Context: an optimization exercise on an open-source flow, tuned for small area. The choices shown serve that exercise and are no tape-out recipe.
At most, simulation tests tie the RTL to the original design; equivalence was not proved.
Only the layout flow was run in run 3; the RTL was not checked for function there.
No activity file was given, so power comes from the tool's default toggle rates.

`flow/config.mk`:
```
export PLATFORM = sky130hd
export DESIGN_NAME = atm_code
export DESIGN_NICKNAME = atm_code
export VERILOG_FILES = /design/flow/design.v
export SDC_FILE = /design/flow/constraint.sdc
export NUM_CORES = 4
export LEC_CHECK = 0
export CAP_MARGIN = 20
export CORE_MARGIN = 2
export CORE_UTILIZATION = 40
export SLEW_MARGIN = 20
```
`flow/constraint.sdc`:
```
create_clock -name core_clock -period 5.0 [get_ports {clk}]
set_input_delay 1.0000 -clock core_clock [delete_from_list [all_inputs] [get_ports {clk}]]
set_output_delay 1.0000 -clock core_clock [all_outputs]
set_load 0.01 [all_outputs]
```
`flow/design.v`:
```
module atm_code(input clk, input rst, input BTN3, BTN2, BTN1, input [3:0] SW,
                output reg [7:0] LED, output reg [6:0] digit4, digit3, digit2, digit1);
  localparam [3:0] IDLE = 4'd0;
  localparam [3:0] PE3 = 4'd1;
  localparam [3:0] PE2 = 4'd2;
  localparam [3:0] PE1 = 4'd3;
  localparam [3:0] LOCK = 4'd4;
  localparam [3:0] MENU = 4'd5;
  localparam [3:0] MONEY = 4'd6;
  localparam [3:0] WARN = 4'd7;
  localparam [3:0] PC3 = 4'd8;
  localparam [3:0] PC2 = 4'd9;
  localparam [3:0] PC1 = 4'd10;
  localparam [3:0] NEW = 4'd11;
  localparam [3:0] RSTC = 4'd12;
  reg [3:0] st, disp;
  reg [3:0] pin;
  reg [15:0] bal_d;   
  reg [4:0] pend;     
  reg [6:0] cnt;      
  reg [3:0] st_n;
  reg [4:0] pend_n;
  wire [15:0] addb = {{12{pend[4]}}, pend[3:0]};
  wire [16:0] c;
  assign c[0] = pend[4];
  genvar i;
  generate for (i = 0; i < 16; i = i + 1) begin : rca
    assign c[i+1] = (bal_d[i] & addb[i]) | (c[i] & (bal_d[i] ^ addb[i]));
  end endgenerate
  wire [15:0] bal = bal_d ^ addb ^ c[15:0];
  wire hi_nz = |bal[15:4];
  wire [4:0] g1, g0;
  assign g1[0] = 1'b1; assign g0[0] = 1'b0;
  generate for (i = 0; i < 4; i = i + 1) begin : cmp
    assign g1[i+1] = (bal[i] & ~SW[i]) | (g1[i] & (bal[i] | ~SW[i]));
    assign g0[i+1] = (bal[i] & ~SW[i]) | (g0[i] & (bal[i] | ~SW[i]));
  end endgenerate
  wire gt = hi_nz | g0[4];
  wire ge = hi_nz | g1[4];
  wire ok = (pin == SW);
  wire t100 = (cnt == 7'd22);
  wire t50 = (cnt == 7'd86);
  wire run = (st == LOCK) ? !t100 : (st == WARN) ? !t50 : 1'b0;
  wire [6:0] cnt_step = {cnt[5:0], ~(cnt[6] ^ cnt[5])};
  always @(*) begin
    pend_n = 5'd0;
    if (st == MONEY) begin
      if (BTN3) pend_n = {1'b0, SW};
      else if (BTN2 && ge) pend_n = {1'b1, ~SW};
    end
  end
  always @(*) begin
    st_n = st;
    case (st)
      IDLE: if (BTN3) st_n = PE3;
      PE3: if (BTN3) st_n = ok ? MENU : PE2; else if (BTN1) st_n = IDLE;
      PE2: if (BTN1) st_n = IDLE; else if (BTN3) st_n = ok ? MENU : PE1;
      PE1: if (BTN1) st_n = IDLE; else if (BTN3) st_n = ok ? MENU : LOCK;
      LOCK: if (t100) st_n = IDLE;
      MENU: if (BTN1) st_n = IDLE; else if (BTN3) st_n = MONEY; else if (BTN2) st_n = PC3;
      MONEY: if (BTN1) st_n = MENU; else if (BTN2 && !gt) st_n = WARN;
      WARN: if (t50) st_n = MONEY;
      PC3: if (BTN1) st_n = MENU; else if (BTN3) st_n = ok ? NEW : PC2;
      PC2: if (BTN1) st_n = MENU; else if (BTN3) st_n = ok ? NEW : PC1;
      PC1: if (BTN1) st_n = MENU; else if (BTN3) st_n = ok ? NEW : LOCK;
      NEW: if (BTN3) st_n = MENU;
      default: st_n = 4'bxxxx;
    endcase
  end
  always @(posedge clk or posedge rst) begin
    if (rst) begin
      st <= IDLE; disp <= RSTC; pin <= 4'd0; bal_d <= 16'd0; pend <= 5'd0;
    end else begin
      st <= st_n; disp <= st; bal_d <= bal; pend <= pend_n;
      if (st == NEW && BTN3) pin <= SW;
    end
  end
  always @(posedge clk) cnt <= run ? cnt_step : 7'd0;
  function [6:0] hex7(input [3:0] v);
    case (v)
      4'd0: hex7 = 7'b0000001;
      4'd1: hex7 = 7'b1001111;
      4'd2: hex7 = 7'b0010010;
      4'd3: hex7 = 7'b0000110;
      4'd4: hex7 = 7'b1001100;
      4'd5: hex7 = 7'b0100100;
      4'd6: hex7 = 7'b0100000;
      4'd7: hex7 = 7'b0001101;
      4'd8: hex7 = 7'b0000000;
      4'd9: hex7 = 7'b0000100;
      4'd10: hex7 = 7'b0001000;
      4'd11: hex7 = 7'b1100000;
      4'd12: hex7 = 7'b0110001;
      4'd13: hex7 = 7'b1000010;
      4'd14: hex7 = 7'b0110000;
      4'd15: hex7 = 7'b0111000;
    endcase
  endfunction
  always @(*) begin
    case (disp)
      IDLE: begin LED = 8'b00000001; digit4 = 7'b0110001; digit3 = 7'b0001000; digit2 = 7'b1111010; digit1 = 7'b1000010; end
      PE3: begin LED = 8'b10000000; digit4 = 7'b0011000; digit3 = 7'b0110000; digit2 = 7'b1111110; digit1 = 7'b0000110; end
      PE2: begin LED = 8'b11000000; digit4 = 7'b0011000; digit3 = 7'b0110000; digit2 = 7'b1111110; digit1 = 7'b0010010; end
      PE1: begin LED = 8'b11100000; digit4 = 7'b0011000; digit3 = 7'b0110000; digit2 = 7'b1111110; digit1 = 7'b1001111; end
      LOCK: begin LED = 8'b11111111; digit4 = 7'b0111000; digit3 = 7'b0001000; digit2 = 7'b1111001; digit1 = 7'b1110001; end
      MENU: begin LED = 8'b00010000; digit4 = 7'b0000001; digit3 = 7'b0011000; digit2 = 7'b0110000; digit1 = 7'b1101010; end
      MONEY: begin LED = 8'b00001000; digit4 = hex7(bal_d[15:12]); digit3 = hex7(bal_d[11:8]); digit2 = hex7(bal_d[7:4]); digit1 = hex7(bal_d[3:0]); end
      WARN: begin LED = 8'b11111111; digit4 = 7'b1111110; digit3 = 7'b1101010; digit2 = 7'b0001000; digit1 = 7'b1111110; end
      PC3: begin LED = 8'b00000100; digit4 = 7'b0011000; digit3 = 7'b0110001; digit2 = 7'b1111110; digit1 = 7'b0000110; end
      PC2: begin LED = 8'b00000110; digit4 = 7'b0011000; digit3 = 7'b0110001; digit2 = 7'b1111110; digit1 = 7'b0010010; end
      PC1: begin LED = 8'b00000111; digit4 = 7'b0011000; digit3 = 7'b0110001; digit2 = 7'b1111110; digit1 = 7'b1001111; end
      NEW: begin LED = 8'b00000010; digit4 = 7'b0011000; digit3 = 7'b0001000; digit2 = 7'b0100100; digit1 = 7'b0100100; end
      RSTC: begin LED = 8'b10101010; digit4 = 7'bx; digit3 = 7'bx; digit2 = 7'bx; digit1 = 7'bx; end
      default: begin LED = 8'bx; digit4 = 7'bx; digit3 = 7'bx; digit2 = 7'bx; digit1 = 7'bx; end
    endcase
  end
endmodule
```
`flow/flow/run.sh`:
```
#!/bin/bash
set -e
bash standard.sh > standard.log 2>&1
```
`flow/standard.sh`:
```
#!/bin/bash
# synth_recipe.tcl (not shown) runs the flow's synth.tcl, then flattens the netlist and writes it again
# the make line also repeats each setting of config.mk as NAME=value (left out here)
make -C /OpenROAD-flow-scripts/flow DESIGN_CONFIG=/design/flow/config.mk WORK_HOME=/design/flow/orfs CLKGATE_MAP_FILE= SYNTH_SCRIPT=/design/flow/synth_recipe.tcl "${@:-finish}"
```
==> results of run 1 <==
-- kinds of logic (layout without fill, tap and decap cells) --
family / Yosys count / count (layout) / synth area share, %
AND/OR/NAND/NOR: 127 / 127 / 17.6
flip-flops: 40 / 40 / 26.2
multiplexers: 16 / 16 / 5.82
AO/OA/AOI/OAI: 129 / 129 / 22.6
adder cells (fa/ha/maj): 44 / 44 / 17.9
XOR/XNOR: 9 / 9 / 2.13
buffers and inverters: 67 / 107 / 7.78
-- cell type report --
type / instances / area share [%]
Multi-Input combinational cell: 325 / 56.3
Timing Repair Buffer: 62 / 13.1
Clock inverter: 2 / 0.789
Clock buffer: 6 / 1.63
Inverter: 37 / 3.13
Tap cell: 111 / 3.13
Sequential cell: 40 / 21.9
-- flip-flops by register name (all words and copies together) (netlist names) --
| name | count |
|---|---|
| bal_d | 16 |
| cnt | 7 |
| pend | 5 |
| disp | 4 |
| pin | 4 |
| st | 4 |
-- worst register-to-register path: stages, from the launching register on --
cell and delay (ns):
dfrtp_4 0.48, inv_2 0.06, fa_2 0.18, fa_2 0.19, inv_2 0.04, fa_2 0.32, inv_2 0.06, fa_2 0.18
inv_2 0.04, fa_2 0.34, fa_2 0.35, fa_2 0.35, fa_2 0.35, fa_2 0.34, fa_2 0.35, fa_2 0.34
fa_2 0.35, fa_2 0.34, fa_2 0.35, fa_2 0.43, nor3_2 0.12, o2111ai_1 0.14, nor2_2 0.13, a31o_1 0.21
nand2_2 0.10, mux2_4 0.30
-- worst max path at each step --
stage	from	endpoint	slack, ns	depth (start not counted)
after CTS	pend[4]	st[1]	-1.53	25
after detailed placement	pend[4]	st[2]	-1.56	25
after global routing	pend[4]	st[1]	-1.78	25
final	pend[4]	st[0]	-1.53	25
after global placement	pend[4]	st[0]	-1.50	25
after floorplan	pend[4]	st[0]	-1.48	25
-- repair_timing --
item,4_1_cts,5_1_grt
resized for setup,9,2
buffers inserted,1,0
setup endpoints to repair,13,13
pin swaps,6,4
-- through the flow --
step           TNS (ns)  hold WS, ns
2_1_floorplan    -13.46        0.374
3_3_place_gp     -13.65        0.426
3_5_place_dp     -14.42        0.444
4_1_cts          -14.08        0.451
5_1_grt          -16.93        0.454
6_report         -14.07        0.444
-- cells in the mapped netlist (4+ instances only) --
cell type / count / share of area, %
nor2_1: 33 / 3.3
a21oi_1: 32 / 4.3
dfrtp_1: 31 / 21
nand2_1: 31 / 3.1
inv_1: 30 / 3.0
ha_1: 28 / 9.5
o21ai_0: 25 / 3.4
fa_1: 15 / 8.1
clkbuf_1: 14 / 1.4
o21ai_1: 14 / 1.9
a31oi_1: 11 / 1.9
nand3_1: 10 / 1.4
nand2b_1: 9 / 1.5
and2_1: 8 / 1.4
xnor2_1: 8 / 1.9
dfxtp_1: 7 / 3.8
inv_2: 7 / 0.71
buf_1: 6 / 0.61
nor3_1: 6 / 0.81
mux2i_1: 5 / 1.4
nor4_1: 5 / 0.85
buf_2: 4 / 0.54
nor2b_1: 4 / 0.68
o22ai_1: 4 / 0.68
-- power breakdown --
group / total (W) / switching, W / internal, W
sequential: 0.000691 / 0.000261 / 0.000431
clock: 0.000260 / 0.000112 / 0.000148
combinational: 0.00178 / 0.000872 / 0.000910
total: 0.00273 / 0.00124 / 0.00149
-- routing by layer --
layer  part of all wire [%]  track usage [%]
met5                      0                0
met1                     49             25.2
met4                   0.71             3.90
met3                    3.7             1.81
met2                     47             27.8
==> results.txt, run 1 <==
# TYPE chip_impl_metric gauge
chip_impl_metric{name="synth.net_count",unit=""} 484
chip_impl_metric{name="clock-sinks",unit=""} 40
chip_impl_metric{name="yosys.cell_types.count",unit=""} 73
chip_impl_metric{name="drive_gt1_share",unit="%"} 16.5
chip_impl_metric{name="power_density",unit="nW/µm²"} 615
chip_impl_info{name="cts-root-buf",value="clkbuf_8"} 1
chip_impl_metric{name="final_cell_count_no_fill",unit=""} 583
chip_impl_metric{name="post-route-drc-count",unit=""} 0
chip_impl_metric{name="fillerInstances",unit=""} 876
chip_impl_metric{name="dp_worst_slack",unit="ns"} -1.56
chip_impl_metric{name="vdd.ir_drop.worst",unit="µV"} 264
chip_impl_info{name="startpoint_type",value="flip-flop"} 1
chip_impl_metric{name="clock-skew-final",unit="ns"} 0.00788
chip_impl_metric{name="fp.coreArea",unit="µm²"} 9110
chip_impl_metric{name="maximum_number_of_pins_on_one_net_before_global_route_repair",unit=""} 34
chip_impl_metric{name="post_synthesis_average_cell_area",unit="µm²"} 8.56
chip_impl_info{name="crit_path_end_kind",value="flip-flop"} 1
chip_impl_info{name="path_class",value="reg -> reg"} 1
chip_impl_metric{name="worstPathArrival",unit="ns"} 6.70
chip_impl_info{name="run_status",value="failed layout checks"} 1
chip_impl_metric{name="postSynthRegisterBits",unit=""} 40
chip_impl_metric{name="num-nets-final",unit=""} 523
chip_impl_metric{name="clock_tree.htree_level_count",unit=""} 2
chip_impl_metric{name="worst-r2r-setup-slack",unit="ns"} -1.53
chip_impl_metric{name="reg2reg_depth",unit=""} 25
chip_impl_metric{name="finish.utilization",unit="%"} 48.8
chip_impl_metric{name="clk_path_buf_depth",unit=""} 2
chip_impl_metric{name="detailedPlacementHpwl",unit="mm"} 6.40
chip_impl_metric{name="asyncSetResetFlopFracSynth",unit="%"} 82.5
chip_impl_info{name="critical_path.slowest_cell",value="dfrtp_4"} 1
chip_impl_metric{name="track_usage",unit="%"} 17.3
chip_impl_metric{name="port_buffers",unit=""} 44
chip_impl_metric{name="first_pass_iters",unit=""} 4
chip_impl_info{name="final_common_cell",value="clkdlybuf4s50_1"} 1
chip_impl_metric{name="post_drt_wl_per_cell",unit="µm"} 14.3
chip_impl_metric{name="ys_warn_count",unit=""} 1
chip_impl_metric{name="totalWireLength",unit="mm"} 8.31
chip_impl_metric{name="synth_sequential_area_ratio",unit="%"} 26.2
chip_impl_info{name="setup_repair_after_global_routing_missed_its_margin",value="yes"} 1
chip_impl_metric{name="timing.final.crit_period",unit="ns"} 6.53
chip_impl_info{name="mostFrequentLayoutCells",value="clkdlybuf4s50_1, nor2_1, a21oi_1, nand2_1, dfrtp_1"} 1
chip_impl_metric{name="setup_viol_count_final",unit=""} 13
chip_impl_info{name="regToRegEndpoint",value="st[0]"} 1
chip_impl_metric{name="cp_data_required_time",unit="ns"} 5.17
chip_impl_metric{name="synth-edff-count",unit=""} 0
chip_impl_metric{name="row_count",unit=""} 35
chip_impl_metric{name="cap_viol_max_count",unit=""} 0
chip_impl_metric{name="critical_path.max_fanout",unit=""} 3
chip_impl_info{name="critical-path-top-delay-family",value="adder cells"} 1
chip_impl_metric{name="instance_area_at_placement",unit="µm²"} 4290
chip_impl_metric{name="grt_overflow",unit=""} 0
chip_impl_metric{name="fmaxAchievable",unit="MHz"} 153
chip_impl_metric{name="worst_path_largest_cell_delay",unit="ns"} 0.48
chip_impl_metric{name="post-layout-total-power",unit="W"} 0.00273
chip_impl_info{name="post_synth_top_flop",value="dfrtp_1"} 1
chip_impl_metric{name="area_enclosed_by_the_die_boundary",unit="µm²"} 10000
chip_impl_metric{name="grt_antenna_before_repair",unit=""} 0
chip_impl_metric{name="dp_cell_count",unit=""} 574
chip_impl_metric{name="cts-buffers-inserted",unit=""} 5
chip_impl_metric{name="drt_first_iter_violations",unit=""} 143
chip_impl_metric{name="finalCritPeriodShare",unit="%"} 131
chip_impl_metric{name="ff_latch_area",unit="µm²"} 972
chip_impl_metric{name="number_of_max_slew_violations_in_the_final_report",unit=""} 0
chip_impl_metric{name="power.leakage",unit="nW"} 1.82
chip_impl_metric{name="gp_congestion",unit=""} 0.836
chip_impl_metric{name="multi_input_area",unit="µm²"} 2500
chip_impl_metric{name="floorplan.io_pins",unit=""} 45
chip_impl_info{name="holdCritStartpoint",value="cnt[1]"} 1
chip_impl_metric{name="hold_viol_final",unit=""} 0
chip_impl_metric{name="timing_worst_slew_pin_value",unit="ns"} 0.786
chip_impl_metric{name="detail-route-antenna-nets",unit=""} 0
chip_impl_info{name="tritoncts",value="yes"} 1
chip_impl_metric{name="layout_setup_ws",unit="ns"} -1.53
chip_impl_info{name="critical_path.reg2reg.startpoint",value="pend[4]"} 1
chip_impl_metric{name="fin_area",unit="µm²"} 4440
chip_impl_metric{name="die_height",unit="µm"} 100
chip_impl_metric{name="insertion_delay",unit="ns"} 0.29
chip_impl_info{name="violatedChecks",value="negative setup slack"} 1
chip_impl_metric{name="syn_area",unit="µm²"} 3700
chip_impl_metric{name="number_of_vias_per_cell",unit=""} 5.44
chip_impl_metric{name="die_w",unit="µm"} 100
chip_impl_metric{name="via_count_of_the_first_global_routing_pass",unit=""} 2923
chip_impl_metric{name="cts_hold_repair.buffers",unit=""} 0
chip_impl_metric{name="hold-path-cell-count",unit=""} 1
chip_impl_metric{name="slew-limit-headroom",unit="%"} 47.6
chip_impl_metric{name="initial_cell_density_of_the_core",unit="%"} 40.6
chip_impl_metric{name="num_vias",unit=""} 3173
chip_impl_metric{name="first_pass_grt_wire_length",unit="mm"} 14.4
chip_impl_metric{name="flow.area_growth_from_synthesis",unit="%"} 20.1
chip_impl_metric{name="ant_diodes",unit=""} 0
chip_impl_metric{name="critical_path_buf_inv_count",unit=""} 4
chip_impl_info{name="endpoint_of_the_worst_hold_timing_path",value="cnt[2]"} 1
chip_impl_info{name="worstHoldPathType",value="reg -> reg"} 1
chip_impl_info{name="critPathMostFrequentCell",value="fa_2"} 1
chip_impl_metric{name="syn_inst",unit=""} 432
chip_impl_metric{name="clk_transition_reported_paths",unit="ns"} 0.08
==> inputs of run 2 (changes only) <==
==> flow/run.sh (new file) <==
#!/bin/bash
# synth_recipe.tcl (not shown) runs the flow's synth.tcl, then flattens the netlist and writes it again
# the make line also repeats each setting of config.mk as NAME=value (left out here)
make -C /OpenROAD-flow-scripts/flow DESIGN_CONFIG=/design/flow/config.mk WORK_HOME=/design/flow/orfs CLKGATE_MAP_FILE= SYNTH_SCRIPT=/design/flow/synth_recipe.tcl finish
removed: flow/flow/run.sh
removed: flow/standard.sh
==> run 2 against run 1 <==
Net effect:
- still fails the layout checks on negative setup slack
- worst setup slack stayed put
- clock power is essentially flat
- critical path depth is the same
- routed wire length did not move
- first-iteration DRC count stayed put
- largest power group unchanged
- highest routed layer unchanged
==> results.txt, run 2 <==
# TYPE chip_impl_metric gauge
chip_impl_info{name="run_status",value="failed layout checks"} 1
chip_impl_info{name="violatedChecks",value="negative setup slack"} 1
chip_impl_metric{name="first_pass_iters",unit=""} 4
chip_impl_info{name="tritoncts",value="yes"} 1
chip_impl_info{name="ys_top_cells_by_area",value="dfrtp_1, ha_1, fa_1"} 1
chip_impl_info{name="holdCritStartpoint",value="cnt[1]"} 1
chip_impl_info{name="startpoint_type",value="flip-flop"} 1
chip_impl_info{name="critical-path-top-delay-family",value="adder cells"} 1
chip_impl_info{name="top_regs",value="bal_d x16, cnt x7, pend x5"} 1
chip_impl_metric{name="slew-limit-headroom",unit="%"} 47.6
chip_impl_metric{name="detail-route-antenna-nets",unit=""} 0
chip_impl_metric{name="synth.net_count",unit=""} 484
chip_impl_metric{name="finalCritPeriodShare",unit="%"} 131
chip_impl_metric{name="cp_data_required_time",unit="ns"} 5.17
chip_impl_metric{name="post-route-drc-count",unit=""} 0
chip_impl_metric{name="via_count_of_the_first_global_routing_pass",unit=""} 2923
chip_impl_metric{name="dp_cell_count",unit=""} 574
chip_impl_metric{name="detailedPlacementHpwl",unit="mm"} 6.40
chip_impl_metric{name="yosys.cell_types.count",unit=""} 73
chip_impl_metric{name="cts-buffers-inserted",unit=""} 5
chip_impl_metric{name="area_enclosed_by_the_die_boundary",unit="µm²"} 10000
chip_impl_metric{name="post_synthesis_average_cell_area",unit="µm²"} 8.56
chip_impl_metric{name="fp.coreArea",unit="µm²"} 9110
chip_impl_info{name="cts-root-buf",value="clkbuf_8"} 1
chip_impl_info{name="critical_path.reg2reg.startpoint",value="pend[4]"} 1
chip_impl_metric{name="finish.utilization",unit="%"} 48.8
chip_impl_info{name="worstHoldPathType",value="reg -> reg"} 1
chip_impl_info{name="regToRegEndpoint",value="st[0]"} 1
chip_impl_metric{name="worst-r2r-setup-slack",unit="ns"} -1.53
chip_impl_info{name="critPathMostFrequentCell",value="fa_2"} 1
chip_impl_metric{name="clock_tree.htree_level_count",unit=""} 2
chip_impl_metric{name="maximum_number_of_pins_on_one_net_before_global_route_repair",unit=""} 34
chip_impl_metric{name="flip_flop_count_of_the_largest_register_after_layout",unit=""} 16
chip_impl_info{name="setup_repair_after_global_routing_missed_its_margin",value="yes"} 1
chip_impl_metric{name="gp_congestion",unit=""} 0.836
chip_impl_metric{name="syn_area",unit="µm²"} 3700
chip_impl_metric{name="grt_antenna_before_repair",unit=""} 0
chip_impl_metric{name="cts_hold_repair.buffers",unit=""} 0
chip_impl_metric{name="synth_sequential_area_ratio",unit="%"} 26.2
chip_impl_info{name="most_numerous_cell_in_the_yosys_netlist",value="nor2_1"} 1
chip_impl_metric{name="grt_overflow",unit=""} 0
chip_impl_metric{name="row_count",unit=""} 35
chip_impl_metric{name="post-layout-total-power",unit="W"} 0.00273
chip_impl_metric{name="flow.area_growth_from_synthesis",unit="%"} 20.1
chip_impl_metric{name="number_of_vias_per_cell",unit=""} 5.44
chip_impl_metric{name="layout_setup_ws",unit="ns"} -1.53
chip_impl_metric{name="worst_path_largest_cell_delay",unit="ns"} 0.48
chip_impl_metric{name="timing.final.crit_period",unit="ns"} 6.53
chip_impl_metric{name="fillerInstances",unit=""} 876
chip_impl_metric{name="critical_path_buf_inv_count",unit=""} 4
chip_impl_metric{name="cap_viol_max_count",unit=""} 0
chip_impl_metric{name="drt_first_iter_violations",unit=""} 143
chip_impl_metric{name="track_usage",unit="%"} 17.3
chip_impl_info{name="endpoint_of_the_worst_hold_timing_path",value="cnt[2]"} 1
chip_impl_info{name="largest-register",value="bal_d"} 1
chip_impl_metric{name="grt_use_met2",unit="%"} 27.8
chip_impl_metric{name="timing_worst_slew_pin_value",unit="ns"} 0.786
chip_impl_metric{name="num-nets-final",unit=""} 523
chip_impl_metric{name="power.leakage",unit="nW"} 1.82
chip_impl_info{name="critical_path.slowest_cell",value="dfrtp_4"} 1
chip_impl_metric{name="port_buffers",unit=""} 44
chip_impl_metric{name="reg2reg_depth",unit=""} 25
chip_impl_metric{name="global_route.usage.met1",unit="%"} 25.2
chip_impl_metric{name="whs",unit="ns"} 0.444
chip_impl_metric{name="die_w",unit="µm"} 100
chip_impl_info{name="final_common_cell",value="clkdlybuf4s50_1"} 1
chip_impl_info{name="synthTopCellsByCount",value="nor2_1, a21oi_1, dfrtp_1, nand2_1, inv_1"} 1
chip_impl_metric{name="floorplan.io_pins",unit=""} 45
chip_impl_metric{name="totalWireLength",unit="mm"} 8.31
chip_impl_metric{name="clk_transition_reported_paths",unit="ns"} 0.08
chip_impl_metric{name="met3_usage",unit="%"} 1.81
chip_impl_metric{name="synth-edff-count",unit=""} 0
chip_impl_metric{name="vdd.ir_drop.worst",unit="µV"} 264
chip_impl_metric{name="drive_gt1_share",unit="%"} 16.5
chip_impl_metric{name="fmaxAchievable",unit="MHz"} 153
chip_impl_info{name="crit_path_end_kind",value="flip-flop"} 1
chip_impl_metric{name="postSynthRegisterBits",unit=""} 40
chip_impl_metric{name="synthDominantCellAreaShare",unit="%"} 21.0
chip_impl_metric{name="syn_inst",unit=""} 432
chip_impl_metric{name="number_of_max_slew_violations_in_the_final_report",unit=""} 0
chip_impl_metric{name="ys_warn_count",unit=""} 1
chip_impl_metric{name="initial_cell_density_of_the_core",unit="%"} 40.6
chip_impl_metric{name="first_pass_grt_wire_length",unit="mm"} 14.4
chip_impl_metric{name="power_density",unit="nW/µm²"} 615
chip_impl_info{name="mostFrequentLayoutCells",value="clkdlybuf4s50_1, nor2_1, a21oi_1, nand2_1, dfrtp_1"} 1
chip_impl_metric{name="clock-sinks",unit=""} 40
chip_impl_info{name="globalRoute.busiestLayer",value="met2"} 1
chip_impl_metric{name="worstPathArrival",unit="ns"} 6.70
chip_impl_info{name="post_synth_top_flop",value="dfrtp_1"} 1
chip_impl_metric{name="setup_viol_count_final",unit=""} 13
chip_impl_metric{name="die_height",unit="µm"} 100
chip_impl_metric{name="clk_path_buf_depth",unit=""} 2
chip_impl_metric{name="ant_diodes",unit=""} 0
chip_impl_metric{name="clock-skew-final",unit="ns"} 0.00788
chip_impl_metric{name="insertion_delay",unit="ns"} 0.29
chip_impl_metric{name="asyncSetResetFlopFracSynth",unit="%"} 82.5
chip_impl_metric{name="critical_path.max_fanout",unit=""} 3
chip_impl_metric{name="post_drt_wl_per_cell",unit="µm"} 14.3
chip_impl_info{name="synth_largest_area_cell",value="dfrtp_1"} 1
chip_impl_metric{name="final_cell_count_no_fill",unit=""} 583
chip_impl_metric{name="num_vias",unit=""} 3173
chip_impl_metric{name="hold_viol_final",unit=""} 0
chip_impl_metric{name="hold-path-cell-count",unit=""} 1
chip_impl_info{name="path_class",value="reg -> reg"} 1
[run 2: cell counts after synthesis]
Identical to the previous run, type by type.
[run 2: through the flow]
step / TNS [ns] / setup WS (ns) / cell area [µm²]
after floorplan: -13.46 / -1.48 / 3730
after global placement: -13.65 / -1.50 / 4290
after detailed placement: -14.42 / -1.56 / 4290
after CTS: -14.08 / -1.53 / 4430
after global routing: -16.93 / -1.78 / 4440
final: -14.07 / -1.53 / 4440
[run 2: how the worst max path moves through the flow]
| stage | depth (start not counted) | startpoint | end | slack [ns] |
|---|---|---|---|---|
| 6_report | 25 | pend[4] | st[0] | -1.53 |
| 2_1_floorplan | 25 | pend[4] | st[0] | -1.48 |
| 3_5_place_dp | 25 | pend[4] | st[2] | -1.56 |
| 3_3_place_gp | 25 | pend[4] | st[0] | -1.50 |
| 5_1_grt | 25 | pend[4] | st[1] | -1.78 |
| 4_1_cts | 25 | pend[4] | st[1] | -1.53 |
[run 2: layout make-up]
| type | instances | area (µm²) | area share (%) |
|---|---|---|---|
| Clock inverter | 2 | 35.0 | 0.789 |
| Timing Repair Buffer | 62 | 583 | 13.1 |
| Sequential cell | 40 | 972 | 21.9 |
| Multi-Input combinational cell | 325 | 2500 | 56.3 |
| Tap cell | 111 | 139 | 3.13 |
| Clock buffer | 6 | 72.6 | 1.63 |
| Inverter | 37 | 139 | 3.13 |
[run 2: cells by family after synthesis]
kind of cell	count (synthesis)	synth area share (%)
compound gates	129	22.6
xor+xnor	9	2.13
fa+ha+maj	44	17.9
buf+inv	67	7.78
flops	40	26.2
mux	16	5.82
simple gates	127	17.6
[run 2: repair_timing]
item	CTS	global route
cloned	0	0
pin swaps	6	4
gates resized for setup	9	2
setup buffers	1	0
endpoints found under the setup margin	13	13
[run 2: power by group]
group	total [W]	internal (W)	leakage [nW]	switching, W
clock	0.000260	0.000148	0.0552	0.000112
sequential	0.000691	0.000431	0.486	0.000261
combinational	0.00178	0.000910	1.28	0.000872
[run 2: layer usage]
| layer | up-vias | share of wire (%) |
|---|---|---|
| met4 | 0 | 0.71 |
| li1 | 1607 | - |
| met1 | 1483 | 49 |
| met5 | - | 0 |
| met3 | 6 | 3.7 |
| met2 | 77 | 47 |
==> inputs of run 3 (changes only) <==
--- a/flow/design.v
+++ b/flow/design.v
@@ -22,10 +22,17 @@
   reg [4:0] pend_n;
-  wire [15:0] addb = {{12{pend[4]}}, pend[3:0]};
-  wire [16:0] c;
-  assign c[0] = pend[4];
+  wire s = pend[4];
+  wire [4:0] c;
+  assign c[0] = s;
   genvar i;
-  generate for (i = 0; i < 16; i = i + 1) begin : rca
-    assign c[i+1] = (bal_d[i] & addb[i]) | (c[i] & (bal_d[i] ^ addb[i]));
+  generate for (i = 0; i < 4; i = i + 1) begin : rca
+    assign c[i+1] = (bal_d[i] & pend[i]) | (c[i] & (bal_d[i] ^ pend[i]));
   end endgenerate
-  wire [15:0] bal = bal_d ^ addb ^ c[15:0];
+  wire [15:0] bal;
+  assign bal[3:0] = bal_d[3:0] ^ pend[3:0] ^ c[3:0];
+  wire [16:4] k;
+  assign k[4] = c[4] ^ s;
+  generate for (i = 4; i < 16; i = i + 1) begin : incdec
+    assign k[i+1] = k[i] & (bal_d[i] ^ s);
+  end endgenerate
+  assign bal[15:4] = bal_d[15:4] ^ k[15:4];
   wire hi_nz = |bal[15:4];
==> run 3 against run 2 <==
Net effect:
- now clean on timing, DRC and antenna
- worst hold slack worse by 0.014 ns
- routed wire length grew 12%
- non-clock buffer count is 15 lower
- critical path type unchanged
- critical endpoint is now st[1]
- largest cell class unchanged
==> results.txt, run 3 <==
# TYPE chip_impl_metric gauge
chip_impl_metric{name="num_vias",unit=""} 3464
chip_impl_metric{name="clock-skew-final",unit="ns"} 0.0142
chip_impl_metric{name="first_pass_grt_wire_length",unit="mm"} 15.6
chip_impl_metric{name="synth.net_count",unit=""} 534
chip_impl_metric{name="clock_tree.htree_level_count",unit=""} 2
chip_impl_metric{name="slew-limit-headroom",unit="%"} 36.5
chip_impl_metric{name="totalWireLength",unit="mm"} 9.34
chip_impl_metric{name="cts_setup_buffers",unit=""} 0
chip_impl_metric{name="fmaxAchievable",unit="MHz"} 231
chip_impl_metric{name="layout_setup_ws",unit="ns"} 0.664
chip_impl_metric{name="cap_viol_max_count",unit=""} 0
chip_impl_metric{name="yosys.cell_types.count",unit=""} 61
chip_impl_metric{name="power.leakage",unit="nW"} 1.84
chip_impl_metric{name="worstPathArrival",unit="ns"} 4.50
chip_impl_metric{name="worst_path_largest_cell_delay",unit="ns"} 0.59
chip_impl_metric{name="drive_gt1_share",unit="%"} 6.45
chip_impl_metric{name="clock_power_share",unit="%"} 14.3
chip_impl_metric{name="internal_power",unit="W"} 0.000877
chip_impl_metric{name="clock-sinks",unit=""} 40
chip_impl_metric{name="power_density",unit="nW/µm²"} 347
chip_impl_metric{name="worst-r2r-setup-slack",unit="ns"} 0.66
chip_impl_info{name="run_status",value="complete, no violations"} 1
chip_impl_metric{name="flip_flop_count_of_the_largest_register_after_layout",unit=""} 16
chip_impl_info{name="mostFrequentLayoutCells",value="nor2_1, a21oi_1, clkdlybuf4s50_1, nand2_1, o21ai_0"} 1
chip_impl_metric{name="row_count",unit=""} 35
chip_impl_metric{name="clk_path_buf_depth",unit=""} 2
chip_impl_info{name="crit_path_end_kind",value="flip-flop"} 1
chip_impl_metric{name="dp_worst_slack",unit="ns"} 0.650
chip_impl_metric{name="gp_congestion",unit=""} 0.841
chip_impl_metric{name="reg2reg_depth",unit=""} 13
chip_impl_metric{name="timing_worst_slew_pin_value",unit="ns"} 0.943
chip_impl_info{name="top_regs",value="bal_d x16, cnt x7, pend x5"} 1
chip_impl_metric{name="synth_sequential_area_ratio",unit="%"} 25.0
chip_impl_metric{name="synth-edff-count",unit=""} 0
chip_impl_info{name="cts-root-buf",value="clkbuf_8"} 1
chip_impl_metric{name="cts_hold_repair.buffers",unit=""} 0
chip_impl_info{name="most_numerous_cell_in_the_yosys_netlist",value="nor2_1"} 1
chip_impl_metric{name="timing.final.crit_period",unit="ns"} 4.34
chip_impl_metric{name="initial_cell_density_of_the_core",unit="%"} 41.5
chip_impl_info{name="path_class",value="reg -> reg"} 1
chip_impl_metric{name="hold-path-cell-count",unit=""} 0
chip_impl_metric{name="synthDominantCellAreaShare",unit="%"} 20.0
chip_impl_info{name="endpoint_of_the_worst_hold_timing_path",value="disp[3]"} 1
chip_impl_metric{name="synth_adder_area_share",unit="%"} 12.0
chip_impl_metric{name="cts-buffers-inserted",unit=""} 5
chip_impl_metric{name="power.net_switching",unit="W"} 0.000662
chip_impl_metric{name="syn_area",unit="µm²"} 3870
chip_impl_info{name="synth_top_family_by_area",value="simple AND/OR/NAND/NOR gates"} 1
chip_impl_info{name="final_common_cell",value="nor2_1"} 1
chip_impl_metric{name="post_synthesis_average_cell_area",unit="µm²"} 7.88
chip_impl_info{name="setup_repair_after_global_routing_missed_its_margin",value="no"} 1
chip_impl_info{name="synthTopCellsByCount",value="nor2_1, a21oi_1, nand2_1, o21ai_0, inv_1"} 1
chip_impl_metric{name="port_buffers",unit=""} 44
chip_impl_metric{name="clk_transition_reported_paths",unit="ns"} 0.08
chip_impl_metric{name="synthesized_area_fraction_occupied_by_and_or_nand_nor_cells",unit="%"} 21.8
chip_impl_metric{name="synth_mux_area_share",unit="%"} 8.96
chip_impl_metric{name="critical_path.max_fanout",unit=""} 11
chip_impl_metric{name="cts-resized-gates",unit=""} 0
chip_impl_metric{name="vdd.ir_drop.worst",unit="µV"} 248
chip_impl_metric{name="area_enclosed_by_the_die_boundary",unit="µm²"} 10500
chip_impl_info{name="holdCritStartpoint",value="st[3]"} 1
chip_impl_info{name="critical_path.reg2reg.startpoint",value="bal_d[0]"} 1
chip_impl_info{name="regToRegEndpoint",value="st[1]"} 1
chip_impl_metric{name="setup_viol_count_final",unit=""} 0
chip_impl_metric{name="via_count_of_the_first_global_routing_pass",unit=""} 3235
chip_impl_metric{name="fillerInstances",unit=""} 945
chip_impl_metric{name="finalSetupTns",unit="ns"} 0
chip_impl_metric{name="cp_data_required_time",unit="ns"} 5.17
chip_impl_metric{name="ys_warn_count",unit=""} 1
chip_impl_metric{name="track_usage",unit="%"} 18.4
chip_impl_metric{name="grt_overflow",unit=""} 0
chip_impl_metric{name="die_height",unit="µm"} 102
chip_impl_metric{name="ant_diodes",unit=""} 0
chip_impl_info{name="post_synth_top_flop",value="dfrtp_1"} 1
chip_impl_info{name="ys_top_cells_by_area",value="dfrtp_1, ha_1, a21oi_1"} 1
chip_impl_info{name="startpoint_type",value="flip-flop"} 1
chip_impl_metric{name="seqPwrFrac",unit="%"} 32.3
chip_impl_metric{name="number_of_max_slew_violations_in_the_final_report",unit=""} 0
chip_impl_metric{name="combPwrFrac",unit="%"} 53.4
chip_impl_info{name="tritoncts",value="yes"} 1
chip_impl_metric{name="grt_antenna_before_repair",unit=""} 0
chip_impl_metric{name="syn_inst",unit=""} 491
chip_impl_info{name="critPathMostFrequentCell",value="fa_1"} 1
chip_impl_metric{name="postSynthRegisterBits",unit=""} 40
chip_impl_metric{name="post_drt_wl_per_cell",unit="µm"} 14.6
chip_impl_metric{name="fp.coreArea",unit="µm²"} 9330
chip_impl_metric{name="hold_viol_final",unit=""} 0
chip_impl_metric{name="num-nets-final",unit=""} 554
chip_impl_info{name="synth_largest_area_cell",value="dfrtp_1"} 1
chip_impl_metric{name="detail-route-antenna-nets",unit=""} 0
chip_impl_metric{name="detailedPlacementHpwl",unit="mm"} 7.08
chip_impl_metric{name="insertion_delay",unit="ns"} 0.29
chip_impl_metric{name="floorplan.io_pins",unit=""} 45
chip_impl_metric{name="post-route-drc-count",unit=""} 0
chip_impl_metric{name="drt_first_iter_violations",unit=""} 175
chip_impl_metric{name="maximum_number_of_pins_on_one_net_before_global_route_repair",unit=""} 34
chip_impl_metric{name="flow.area_growth_from_synthesis",unit="%"} 14.8
chip_impl_info{name="critical_path.slowest_cell",value="mux2i_1"} 1
chip_impl_metric{name="sw_frac_of_total",unit="%"} 43.0
chip_impl_metric{name="first_pass_iters",unit=""} 4
chip_impl_metric{name="number_of_vias_per_cell",unit=""} 5.40
chip_impl_info{name="worstPathCellList",value="inv_1 > fa_1 > fa_1 > inv_1 > fa_1 > fa_1 > and4b_1 > mux2i_1 > o21ai_0 > a222oi_1 > nand4_1 > a21boi_2 > mux2_1"} 1
chip_impl_metric{name="synth_compound_gate_area_share",unit="%"} 19.9
chip_impl_info{name="largest-register",value="bal_d"} 1
chip_impl_metric{name="post_synth_xor_area_fraction",unit="%"} 5.21
chip_impl_metric{name="asyncSetResetFlopFracSynth",unit="%"} 82.5
chip_impl_metric{name="finalCritPeriodShare",unit="%"} 86.7
chip_impl_metric{name="die_w",unit="µm"} 102
chip_impl_info{name="worstHoldPathType",value="reg -> reg"} 1
[run 3: area by class of cell]
type / instances / area (µm²) / area share, %
multi-input combinational: 383 / 2630 / 59.2
sequential: 40 / 968 / 21.8
timing repair buffer: 47 / 463 / 10.4
tap: 129 / 161 / 3.63
inverter: 34 / 128 / 2.87
clock buffer: 6 / 82.6 / 1.86
clock inverter: 2 / 10.0 / 0.225
[run 3: critical path, delay by kind of cell, from the launching register on]
kind            cells  cell delay, ns
compound gates      3            0.92
flops               1            0.43
buf+inv             2            0.22
simple gates        2            0.48
fa+ha+maj           4            1.27
mux                 2            0.92
[run 3: worst max path at each step]
stage,start,slack [ns],cells past startpoint,endpoint
2_1_floorplan,pend[4],1.19,15,st[1]
3_3_place_gp,bal_d[0],0.83,13,st[2]
5_1_grt,bal_d[0],0.26,13,st[3]
6_report,bal_d[0],0.66,13,st[1]
3_5_place_dp,bal_d[0],0.65,13,st[3]
4_1_cts,bal_d[0],0.65,13,st[1]
[run 3: cell families (layout without fill, tap and decap cells)]
kind of cell / after synthesis / after routing
buf+inv: 68 / 89
fa+ha+maj: 35 / 35
simple gates: 167 / 167
compound gates: 130 / 130
flops: 40 / 40
mux: 28 / 28
xor+xnor: 23 / 23
[run 3: metal layers]
layer / vias up / wire, µm / global-route usage, %
met5: - / 0 / 0
met2: 58 / 4460 / 30.9
met3: 11 / 233 / 2.19
li1: 1752 / - / -
met4: 0 / 127 / 4.41
met1: 1643 / 4520 / 25.2
[run 3: power groups by stage]
stage / Clock (W) / Sequential [W] / Combinational (W)
final: 0.000221 / 0.000497 / 0.000822
after global routing: 0.000240 / 0.000512 / 0.000913
after CTS: 0.000229 / 0.000494 / 0.000826
after detailed placement: 0 / 0.000501 / 0.000820
after global placement: 0 / 0.000498 / 0.000813
after floorplan: 0 / 0.000395 / 0.000609
[run 3: metrics by stage]
stage	util (%)	instances	instance area, µm²	total power [W]	hold WS, ns
after global placement	46.6	633	4350	0.00131	0.428
final	47.6	641	4440	0.00154	0.431
after detailed placement	46.6	633	4350	0.00132	0.418
after global routing	47.6	641	4440	0.00166	0.439
after CTS	47.6	641	4440	0.00155	0.429
after floorplan	-	491	3870	0.00100	0.352
==> inputs of run 4 (changes only) <==
--- a/flow/design.v
+++ b/flow/design.v
@@ -37,3 +37,4 @@
   assign bal[15:4] = bal_d[15:4] ^ k[15:4];
-  wire hi_nz = |bal[15:4];
+  wire inc = c[4] & ~s, dec = s & ~c[4];
+  wire hi_nz = ~((bal_d[15:4] == 12'd0 & ~inc & ~dec) | (bal_d[15:4] == 12'hfff & inc) | (bal_d[15:4] == 12'd1 & dec));
   wire [4:0] g1, g0;
==> run 4 against run 3 <==
Net effect:
- area after synthesis shrank 4.8%
- sequential share of layout area grew 0.86 points
- routed wire length shrank 2.6%
- cell count shrank 7.6%
- critical path depth shrank 8
- count of clock-buffer cells in the layout shrank 1
- design area shrank 3.8%
- largest cell class unchanged
- first-iteration DRC count shrank 16%
- still clean on timing, DRC and antenna
- highest routed layer unchanged
==> results.txt, run 4 <==
# TYPE chip_impl_metric gauge
chip_impl_info{name="run_status",value="complete, no violations"} 1
chip_impl_metric{name="setup_viol_count_final",unit=""} 0
chip_impl_metric{name="maximum_number_of_pins_on_one_net_before_global_route_repair",unit=""} 29
chip_impl_metric{name="synth-edff-count",unit=""} 0
chip_impl_info{name="setup_repair_after_global_routing_missed_its_margin",value="no"} 1
chip_impl_metric{name="layout_setup_ws",unit="ns"} 1.18
chip_impl_metric{name="finalCritPeriodShare",unit="%"} 76.4
chip_impl_metric{name="post_drt_wl_per_cell",unit="µm"} 15.4
chip_impl_metric{name="vdd.ir_drop.worst",unit="µV"} 227
chip_impl_metric{name="ant_diodes",unit=""} 0
chip_impl_metric{name="hold_viol_final",unit=""} 0
chip_impl_metric{name="worstPathArrival",unit="ns"} 2.82
chip_impl_info{name="final_common_cell",value="clkdlybuf4s50_1"} 1
chip_impl_metric{name="clk_transition_reported_paths",unit="ns"} 0.08
chip_impl_metric{name="flow.area_growth_from_synthesis",unit="%"} 16.0
chip_impl_metric{name="post-route-drc-count",unit=""} 0
chip_impl_metric{name="number_of_max_slew_violations_in_the_final_report",unit=""} 0
chip_impl_metric{name="num_vias",unit=""} 3245
chip_impl_metric{name="cap_viol_max_count",unit=""} 0
chip_impl_metric{name="first_pass_grt_wire_length",unit="mm"} 15.5
chip_impl_metric{name="asyncSetResetFlopFracSynth",unit="%"} 82.5
chip_impl_metric{name="slew-limit-headroom",unit="%"} 45.1
chip_impl_info{name="most_numerous_cell_in_the_yosys_netlist",value="a21oi_1"} 1
chip_impl_metric{name="worst-r2r-setup-slack",unit="ns"} 1.30
chip_impl_info{name="worstHoldPathType",value="reg -> reg"} 1
chip_impl_info{name="path_class",value="reg -> out"} 1
chip_impl_info{name="top_regs",value="bal_d x16, cnt x7, pend x5"} 1
chip_impl_metric{name="cts_setup_buffers",unit=""} 0
chip_impl_metric{name="cts_hold_repair.buffers",unit=""} 0
chip_impl_metric{name="grt_overflow",unit=""} 0
chip_impl_info{name="cts-root-buf",value="clkbuf_8"} 1
chip_impl_metric{name="floorplan.io_pins",unit=""} 45
chip_impl_metric{name="fillerInstances",unit=""} 913
chip_impl_metric{name="syn_inst",unit=""} 455
chip_impl_metric{name="die_height",unit="µm"} 100
chip_impl_metric{name="cp_data_required_time",unit="ns"} 4.00
chip_impl_metric{name="clock_tree.htree_level_count",unit=""} 2
chip_impl_metric{name="die_w",unit="µm"} 100
chip_impl_metric{name="final_cell_count_no_fill",unit=""} 592
chip_impl_info{name="post_synth_top_flop",value="dfrtp_1"} 1
chip_impl_metric{name="cts-resized-gates",unit=""} 0
chip_impl_metric{name="area_enclosed_by_the_die_boundary",unit="µm²"} 10000
chip_impl_metric{name="finalSetupTns",unit="ns"} 0
chip_impl_metric{name="drt_first_iter_violations",unit=""} 147
chip_impl_metric{name="flip_flop_count_of_the_largest_register_after_layout",unit=""} 16
chip_impl_metric{name="clk_path_buf_depth",unit=""} 2
chip_impl_info{name="startpoint_type",value="flip-flop"} 1
chip_impl_info{name="mostFrequentLayoutCells",value="clkdlybuf4s50_1, a21oi_1, o21ai_0, nor2_1"} 1
chip_impl_metric{name="syn_area",unit="µm²"} 3680
chip_impl_info{name="synthTopCellsByCount",value="a21oi_1, o21ai_0, nor2_1"} 1
chip_impl_info{name="crit_path_end_kind",value="output pin"} 1
chip_impl_metric{name="insertion_delay",unit="ns"} 0.29
chip_impl_metric{name="totalWireLength",unit="mm"} 9.10
chip_impl_metric{name="postSynthRegisterBits",unit=""} 40
chip_impl_metric{name="number_of_vias_per_cell",unit=""} 5.48
chip_impl_metric{name="detail-route-antenna-nets",unit=""} 0
chip_impl_metric{name="grt_antenna_before_repair",unit=""} 0
chip_impl_info{name="largest-register",value="bal_d"} 1
chip_impl_metric{name="ys_warn_count",unit=""} 1
chip_impl_metric{name="drive_gt1_share",unit="%"} 6.65
chip_impl_metric{name="yosys.cell_types.count",unit=""} 59
chip_impl_info{name="tritoncts",value="yes"} 1
chip_impl_info{name="synth_largest_area_cell",value="dfrtp_1"} 1
chip_impl_metric{name="via_count_of_the_first_global_routing_pass",unit=""} 3078
chip_impl_metric{name="row_count",unit=""} 35
chip_impl_metric{name="timing_worst_slew_pin_value",unit="ns"} 0.824
chip_impl_metric{name="cts-buffers-inserted",unit=""} 5
chip_impl_metric{name="port_buffers",unit=""} 44
chip_impl_metric{name="power_density",unit="nW/µm²"} 496
chip_impl_metric{name="power.leakage",unit="nW"} 1.76
chip_impl_metric{name="initial_cell_density_of_the_core",unit="%"} 40.5
chip_impl_metric{name="fp.coreArea",unit="µm²"} 9110
chip_impl_metric{name="synth.net_count",unit=""} 498
chip_impl_metric{name="synth_sequential_area_ratio",unit="%"} 26.3
chip_impl_metric{name="gp_congestion",unit=""} 0.862
chip_impl_metric{name="track_usage",unit="%"} 19.0
chip_impl_metric{name="first_pass_iters",unit=""} 4
chip_impl_metric{name="clock-sinks",unit=""} 40
chip_impl_metric{name="timing.final.crit_period",unit="ns"} 3.82
chip_impl_metric{name="fmaxAchievable",unit="MHz"} 262
chip_impl_metric{name="dp_cell_count",unit=""} 584
chip_impl_metric{name="synthDominantCellAreaShare",unit="%"} 21.1
chip_impl_metric{name="dp_worst_slack",unit="ns"} 1.32
chip_impl_metric{name="detailedPlacementHpwl",unit="mm"} 6.99
chip_impl_metric{name="finish.utilization",unit="%"} 46.9
chip_impl_info{name="ys_top_cells_by_area",value="dfrtp_1, ha_1, a21oi_1"} 1
chip_impl_metric{name="post_synthesis_average_cell_area",unit="µm²"} 8.10
chip_impl_metric{name="critical_path.max_fanout",unit=""} 20
chip_impl_metric{name="clock-skew-final",unit="ns"} 0.0129
chip_impl_metric{name="num-nets-final",unit=""} 523
## run 4: cell count changes after synthesis, sizes merged, moves of 5 or more
cell    delta
a21oi      -8
clkbuf     -6
mux2       -5
nand2      -6
nand3      +7
nor2      -21
## run 4: cell families (layout without fill, tap and decap cells)
| logic type | Yosys count | in the layout | synth area share (%) |
|---|---|---|---|
| flops | 40 | 40 | 26.3 |
| buf+inv | 61 | 87 | 6.55 |
| compound gates | 132 | 132 | 22.2 |
| fa+ha+maj | 36 | 36 | 12.9 |
| mux | 18 | 18 | 6.38 |
| simple gates | 146 | 146 | 20.4 |
| xor+xnor | 22 | 22 | 5.23 |
## run 4: through the flow
step / hold slack [ns] / total power (W) / cell area, µm²
2_1_floorplan: 0.362 / 0.00133 / 3680
3_3_place_gp: 0.431 / 0.00185 / 4160
3_5_place_dp: 0.440 / 0.00186 / 4160
4_1_cts: 0.457 / 0.00213 / 4270
5_1_grt: 0.474 / 0.00231 / 4270
6_report: 0.452 / 0.00212 / 4270
## run 4: worst max-delay path: stages, from the launching register on
cell and delay (ns):
dfstp_2 0.74, inv_1 0.20, nor2_1 0.45, nand2_1 0.26
o31ai_1 0.30, clkdlybuf4s50_1 0.58
## run 4: where the power goes
group	switching [W]	leakage [nW]	internal, W
clock network	0.000115	0.0541	0.000148
registers	0.000188	0.494	0.000387
logic	0.000624	1.21	0.000658
## run 4: layer usage
layer	wire length, µm	track usage [%]
met5	0	0
met1	4430	28.0
met2	4180	29.6
met4	178	5.27
met3	306	2.23
## run 4: final timing paths
check | start | end | cells after the start
worst min register to register | cnt[1] | cnt[2] | 1
worst max-delay path | disp[2] | digit3[6] | 5
worst min-delay path | cnt[1] | cnt[2] | 1
min in group asynchronous | rst | bal_d[10] | 2
worst max register to register | pend[4] | st[0] | 15
max in group asynchronous | rst | disp[2] | 3
## run 4: layout make-up
cell class | count | area (µm²) | share of cell area [%]
inverter | 33 | 124 | 2.90
clock inverter | 3 | 42.5 | 0.996
clock buffer | 5 | 68.8 | 1.61
timing repair buffer | 46 | 455 | 10.7
tap | 111 | 139 | 3.25
multi-input combinational | 354 | 2470 | 57.9
sequential | 40 | 968 | 22.7
==> inputs of run 5 (changes only) <==
==> flow/flow/run.sh (new file) <==
#!/bin/bash
# Own layout flow: the standard synthesis, then the combinational logic between the
# standard synthesis's registers is re-mapped by ABC for area (registers, their names and
# cell types are kept as they are), then the standard layout from floorplan on, with
# the port buffers made of the smallest buffer cell.
set -euo pipefail
W=$(pwd)
R=$W/orfs/results/$FLOW_PLATFORM/atm_code/base
bash standard.sh synth > std_synth.log 2>&1
cp $R/1_2_yosys.v $W/synth_std.v
yosys -c flow/resyn.tcl > resyn.log 2>&1
openroad -no_init -exit flow/mkodb.tcl > mkodb.log 2>&1
bash standard.sh BUFFER_PORTS_ARGS="-buffer_cell sky130_fd_sc_hd__buf_1" CTS_ARGS="-buf_list sky130_fd_sc_hd__clkbuf_4 -root_buf sky130_fd_sc_hd__clkbuf_4 -sink_clustering_enable -sink_clustering_size 40 -sink_clustering_max_diameter 200 -dont_use_dummy_load -repair_clock_nets" finish > std_finish.log 2>&1
==> flow/flow/area.abc (new file) <==
strash
&get -n
&deepsyn -T 20
&put
dch -f
amap
topo
==> flow/flow/mkodb.tcl (new file) <==
# 1_synth.odb from the re-mapped netlist, as ORFS's synth_odb.tcl makes it from 1_2_yosys.v
set p $::env(FLOW_HOME)/platforms/sky130hd
set R orfs/results/$::env(FLOW_PLATFORM)/atm_code/base
read_lef $p/lef/sky130_fd_sc_hd.tlef
read_lef $p/lef/sky130_fd_sc_hd_merged.lef
read_liberty $p/lib/sky130_fd_sc_hd__tt_025C_1v80.lib
read_verilog resyn.v
link_design $::env(FLOW_TOP)
read_sdc $R/1_2_yosys.sdc
write_db $R/1_synth.odb
write_sdc -no_timestamp $R/1_synth.sdc
==> flow/flow/resyn.tcl (new file) <==
# Re-map the combinational logic of the standard synthesis netlist; registers stay.
set lib $::env(FLOW_HOME)/platforms/sky130hd/lib/sky130_fd_sc_hd__tt_025C_1v80.lib
set du {-dont_use *probe* -dont_use *lpflow* -dont_use *clkbuf* -dont_use *clkinv* -dont_use *dlygate* -dont_use *clkdly*}
yosys read_liberty -ignore_miss_func -ignore_miss_dir $lib
yosys read_verilog synth_std.v
yosys hierarchy -top $::env(FLOW_TOP)
yosys blackbox sky130_fd_sc_hd__df* sky130_fd_sc_hd__edf* sky130_fd_sc_hd__sdf* sky130_fd_sc_hd__dl*
yosys flatten
yosys opt -full
yosys read_liberty -lib -overwrite -ignore_miss_func -ignore_miss_dir $lib
yosys abc -liberty $lib {*}$du -script flow/area.abc
yosys setundef -zero
yosys splitnets
yosys opt_clean -purge
yosys hilomap -singleton -hicell sky130_fd_sc_hd__conb_1 HI -locell sky130_fd_sc_hd__conb_1 LO
yosys insbuf -buf sky130_fd_sc_hd__buf_4 A X
yosys check -assert -mapped
yosys stat -liberty $lib
yosys write_verilog -noattr -nohex -nodec resyn.v
==> flow/standard.sh (new file) <==
#!/bin/bash
# synth_recipe.tcl (not shown) runs the flow's synth.tcl, then flattens the netlist and writes it again
# the make line also repeats each setting of config.mk as NAME=value (left out here)
make -C /OpenROAD-flow-scripts/flow DESIGN_CONFIG=/design/flow/config.mk WORK_HOME=/design/flow/orfs CLKGATE_MAP_FILE= SYNTH_SCRIPT=/design/flow/synth_recipe.tcl "${@:-finish}"
removed: flow/run.sh
==> run 5 against run 4 <==
Net effect:
- design area shrank 28%
- non-clock buffer count grew 1
- largest power group unchanged
- core utilization shrank 4.6 points
- highest routed layer unchanged
- clock power shrank 46%
- flip-flop and latch count is the same
- still clean on timing, DRC and antenna
- die area shrank 18%
- synthesized cell count shrank 3.7%
==> results.txt, run 5 <==
# TYPE chip_impl_metric gauge
chip_impl_info{name="worstHoldPathType",value="reg -> reg"} 1
chip_impl_metric{name="syn_inst",unit=""} 438
chip_impl_metric{name="cp_data_required_time",unit="ns"} 5.21
chip_impl_metric{name="worstPathArrival",unit="ns"} 4.56
chip_impl_metric{name="first_pass_grt_wire_length",unit="mm"} 12.4
chip_impl_metric{name="clk_path_buf_depth",unit=""} 2
chip_impl_metric{name="grt_overflow",unit=""} 0
chip_impl_metric{name="power_density",unit="nW/µm²"} 715
chip_impl_metric{name="num-nets-final",unit=""} 465
chip_impl_metric{name="clock_power_share",unit="%"} 6.4
chip_impl_metric{name="multi_input_area",unit="µm²"} 1530
chip_impl_metric{name="flip_flop_count_of_the_largest_register_after_layout",unit=""} 16
chip_impl_metric{name="gp_congestion",unit=""} 0.914
chip_impl_metric{name="fmaxAchievable",unit="MHz"} 230
chip_impl_metric{name="cts-resized-gates",unit=""} 0
chip_impl_metric{name="drt_first_iter_violations",unit=""} 174
chip_impl_metric{name="whs",unit="ns"} 0.447
chip_impl_metric{name="internal_power",unit="W"} 0.000979
chip_impl_metric{name="ant_diodes",unit=""} 0
chip_impl_metric{name="combPwrFrac",unit="%"} 64.8
chip_impl_metric{name="timing.final.crit_period",unit="ns"} 4.35
chip_impl_metric{name="post-route-drc-count",unit=""} 0
chip_impl_metric{name="port_buffers",unit=""} 44
chip_impl_metric{name="layout_setup_ws",unit="ns"} 0.649
chip_impl_metric{name="area_enclosed_by_the_die_boundary",unit="µm²"} 8170
chip_impl_metric{name="synth.net_count",unit=""} 447
chip_impl_metric{name="maximum_number_of_pins_on_one_net_before_global_route_repair",unit=""} 34
chip_impl_info{name="setup_repair_after_global_routing_missed_its_margin",value="no"} 1
chip_impl_metric{name="detailedPlacementHpwl",unit="mm"} 5.89
chip_impl_metric{name="clock-skew-final",unit="ns"} 0.00970
chip_impl_metric{name="post_drt_wl_per_cell",unit="µm"} 13.6
chip_impl_metric{name="number_of_max_slew_violations_in_the_final_report",unit=""} 0
chip_impl_metric{name="cts-buffers-inserted",unit=""} 5
chip_impl_metric{name="final_cell_count_no_fill",unit=""} 553
chip_impl_metric{name="grt_antenna_before_repair",unit=""} 0
chip_impl_metric{name="via_count_of_the_first_global_routing_pass",unit=""} 2737
chip_impl_metric{name="flow.area_growth_from_synthesis",unit="%"} 2.85
chip_impl_metric{name="detail-route-antenna-nets",unit=""} 0
chip_impl_info{name="startpoint_type",value="flip-flop"} 1
chip_impl_metric{name="clock-sinks",unit=""} 40
chip_impl_info{name="worstPathCellList",value="nand2_1 > nand2_1 > o21ai_0 > a21oi_1 > nand2_1 > o21ai_0 > nand2_1 > o21ai_0 > and3_1 > o22ai_1 > inv_1 > o221ai_1 > inv_1 > o21ai_0 > or3_1 > nor2_1 > o21ai_0 > nor3_1 > o311ai_0 > nand3_1 > nand3_1 > a2111oi_0 > a21oi_1"} 1
chip_impl_metric{name="hold_viol_final",unit=""} 0
chip_impl_metric{name="number_of_vias_per_cell",unit=""} 5.40
chip_impl_info{name="critPathMostFrequentCell",value="o21ai_0"} 1
chip_impl_metric{name="finalSetupTns",unit="ns"} 0
chip_impl_metric{name="die_w",unit="µm"} 90.4
chip_impl_metric{name="cts_setup_buffers",unit=""} 0
chip_impl_metric{name="fp.coreArea",unit="µm²"} 7250
chip_impl_metric{name="drive_gt1_share",unit="%"} 2.42
chip_impl_info{name="crit_path_end_kind",value="flip-flop"} 1
chip_impl_info{name="run_status",value="complete, no violations"} 1
chip_impl_metric{name="initial_cell_density_of_the_core",unit="%"} 41.2
chip_impl_metric{name="first_pass_iters",unit=""} 5
chip_impl_info{name="critical_path.slowest_cell",value="dfrtp_1"} 1
chip_impl_metric{name="critical_path.max_fanout",unit=""} 8
chip_impl_metric{name="setup_viol_count_final",unit=""} 0
chip_impl_metric{name="syn_area",unit="µm²"} 2990
chip_impl_metric{name="ys_warn_count",unit=""} 1
chip_impl_info{name="cts-root-buf",value="clkbuf_4"} 1
chip_impl_info{name="top_regs",value="bal_d x16, cnt x7, pend x5"} 1
chip_impl_metric{name="track_usage",unit="%"} 18.4
chip_impl_metric{name="ff_latch_area",unit="µm²"} 968
chip_impl_metric{name="cts_hold_repair.buffers",unit=""} 0
chip_impl_metric{name="clock_tree.htree_level_count",unit=""} 2
chip_impl_metric{name="fillerInstances",unit=""} 791
chip_impl_metric{name="totalWireLength",unit="mm"} 7.50
chip_impl_metric{name="cap_viol_max_count",unit=""} 0
chip_impl_metric{name="post_synthesis_average_cell_area",unit="µm²"} 6.82
chip_impl_info{name="mostFrequentLayoutCells",value="nor2_1, inv_1, o21ai_0, buf_1, nand2_1"} 1
chip_impl_metric{name="die_height",unit="µm"} 90.4
chip_impl_metric{name="dp_cell_count",unit=""} 548
chip_impl_info{name="path_class",value="reg -> reg"} 1
chip_impl_metric{name="worst_path_largest_cell_delay",unit="ns"} 0.48
chip_impl_metric{name="sw_frac_of_total",unit="%"} 55.5
chip_impl_metric{name="finalCritPeriodShare",unit="%"} 87.0
chip_impl_metric{name="insertion_delay",unit="ns"} 0.33
chip_impl_metric{name="floorplan.io_pins",unit=""} 45
chip_impl_metric{name="row_count",unit=""} 31
chip_impl_info{name="largest-register",value="bal_d"} 1
chip_impl_info{name="final_common_cell",value="nor2_1"} 1
chip_impl_metric{name="num_vias",unit=""} 2985
chip_impl_metric{name="slew-limit-headroom",unit="%"} 48.0
chip_impl_metric{name="power.leakage",unit="nW"} 1.32
chip_impl_info{name="tritoncts",value="yes"} 1
chip_impl_metric{name="power.net_switching",unit="W"} 0.00122
chip_impl_metric{name="timing_worst_slew_pin_value",unit="ns"} 0.772
chip_impl_metric{name="vdd.ir_drop.worst",unit="µV"} 159
chip_impl_metric{name="seqPwrFrac",unit="%"} 28.8
chip_impl_metric{name="dp_worst_slack",unit="ns"} 0.746
chip_impl_metric{name="clk_transition_reported_paths",unit="ns"} 0.11
-- run 5: area by class of cell --
cell class	count	share of cell area, %
multi-input cells	302	49.8
flip-flops and latches	40	31.5
inverters	60	7.33
repair buffers	47	6.11
well taps	99	4.03
clock buffers	5	1.22
-- run 5: worst max-delay path, delay by kind of cell, from the launching register on --
| family | cells | cell delay, ns |
|---|---|---|
| buffers and inverters | 2 | 0.22 |
| and+or+nand+nor | 10 | 1.64 |
| DFF | 1 | 0.48 |
| AOI/OAI and AO/OA | 11 | 1.87 |
-- run 5: worst paths after layout --
| check | end | slack, ns | depth (start not counted) | start |
|---|---|---|---|---|
| min in group asynchronous | bal_d[12] | 0.70 | 3 | rst |
| worst max-delay path | st[1] | 0.65 | 23 | bal_d[0] |
| worst min register to register | cnt[5] | 0.45 | 2 | cnt[4] |
| worst max register to register | st[1] | 0.65 | 23 | bal_d[0] |
| max in group asynchronous | disp[3] | 3.96 | 3 | rst |
| worst min-delay path | cnt[5] | 0.45 | 2 | cnt[4] |
-- run 5: power groups by stage --
stage / Clock, W / Combinational, W / Sequential [W]
detailed placement: 0 / 0.00140 / 0.000632
CTS: 0.000148 / 0.00141 / 0.000625
global route: 0.000161 / 0.00160 / 0.000657
finish: 0.000141 / 0.00142 / 0.000632
global placement: 0 / 0.00140 / 0.000633
floorplan: 0 / 0.00131 / 0.000579
-- run 5: stage by stage --
stage / total power (W) / utilization, % / cell area [µm²]
after CTS: 0.00219 / 42.3 / 3070
after detailed placement: 0.00204 / 41.7 / 3030
after global routing: 0.00242 / 42.3 / 3070
final: 0.00220 / 42.3 / 3070
after global placement: 0.00204 / 41.7 / 3030
after floorplan: 0.00189 / - / 2990
-- run 5: layer usage --
metal	GRT usage, %	routed length [µm]	vias up
met4	5.90	172	0
li1	-	-	1509
met5	0	0	-
met2	30.5	3450	121
met3	3.01	470	17
met1	24.6	3410	1338

==> port drivers added, routing unchanged <==
Ports are ideal in the flow. The routed layouts listed here were re-timed in OpenROAD. Step 1, drivers: a clkbuf_16 drives clk and a buf_2 each remaining input, both assumed. Step 2 also shifts input and output timing later by t, the mid clock arrival at the registers, as if the neighbouring blocks saw the same clock. Three values: ideal ports, drivers, drivers and shift; two values: the first two.
run	t, ns	slack for setup (ns)	worst hold slack (ns)	worst setup path after step 2	pins driven straight from the clock port
run 1	0.312	-1.526 / -1.526 / -1.526	0.444 / 0.444 / 0.444	register to register	1
run 2	0.312	-1.526 / -1.526 / -1.526	0.444 / 0.444 / 0.444	register to register	1
run 3	0.315	0.664 / 0.664 / 0.664	0.431 / 0.431 / 0.431	register to register	1
run 4	0.310	1.179 / 1.151 / 1.304	0.452 / 0.452 / 0.452	register to register	1
run 5	0.357	0.649 / 0.649 / 0.649	0.447 / 0.447 / 0.447	register to register	1
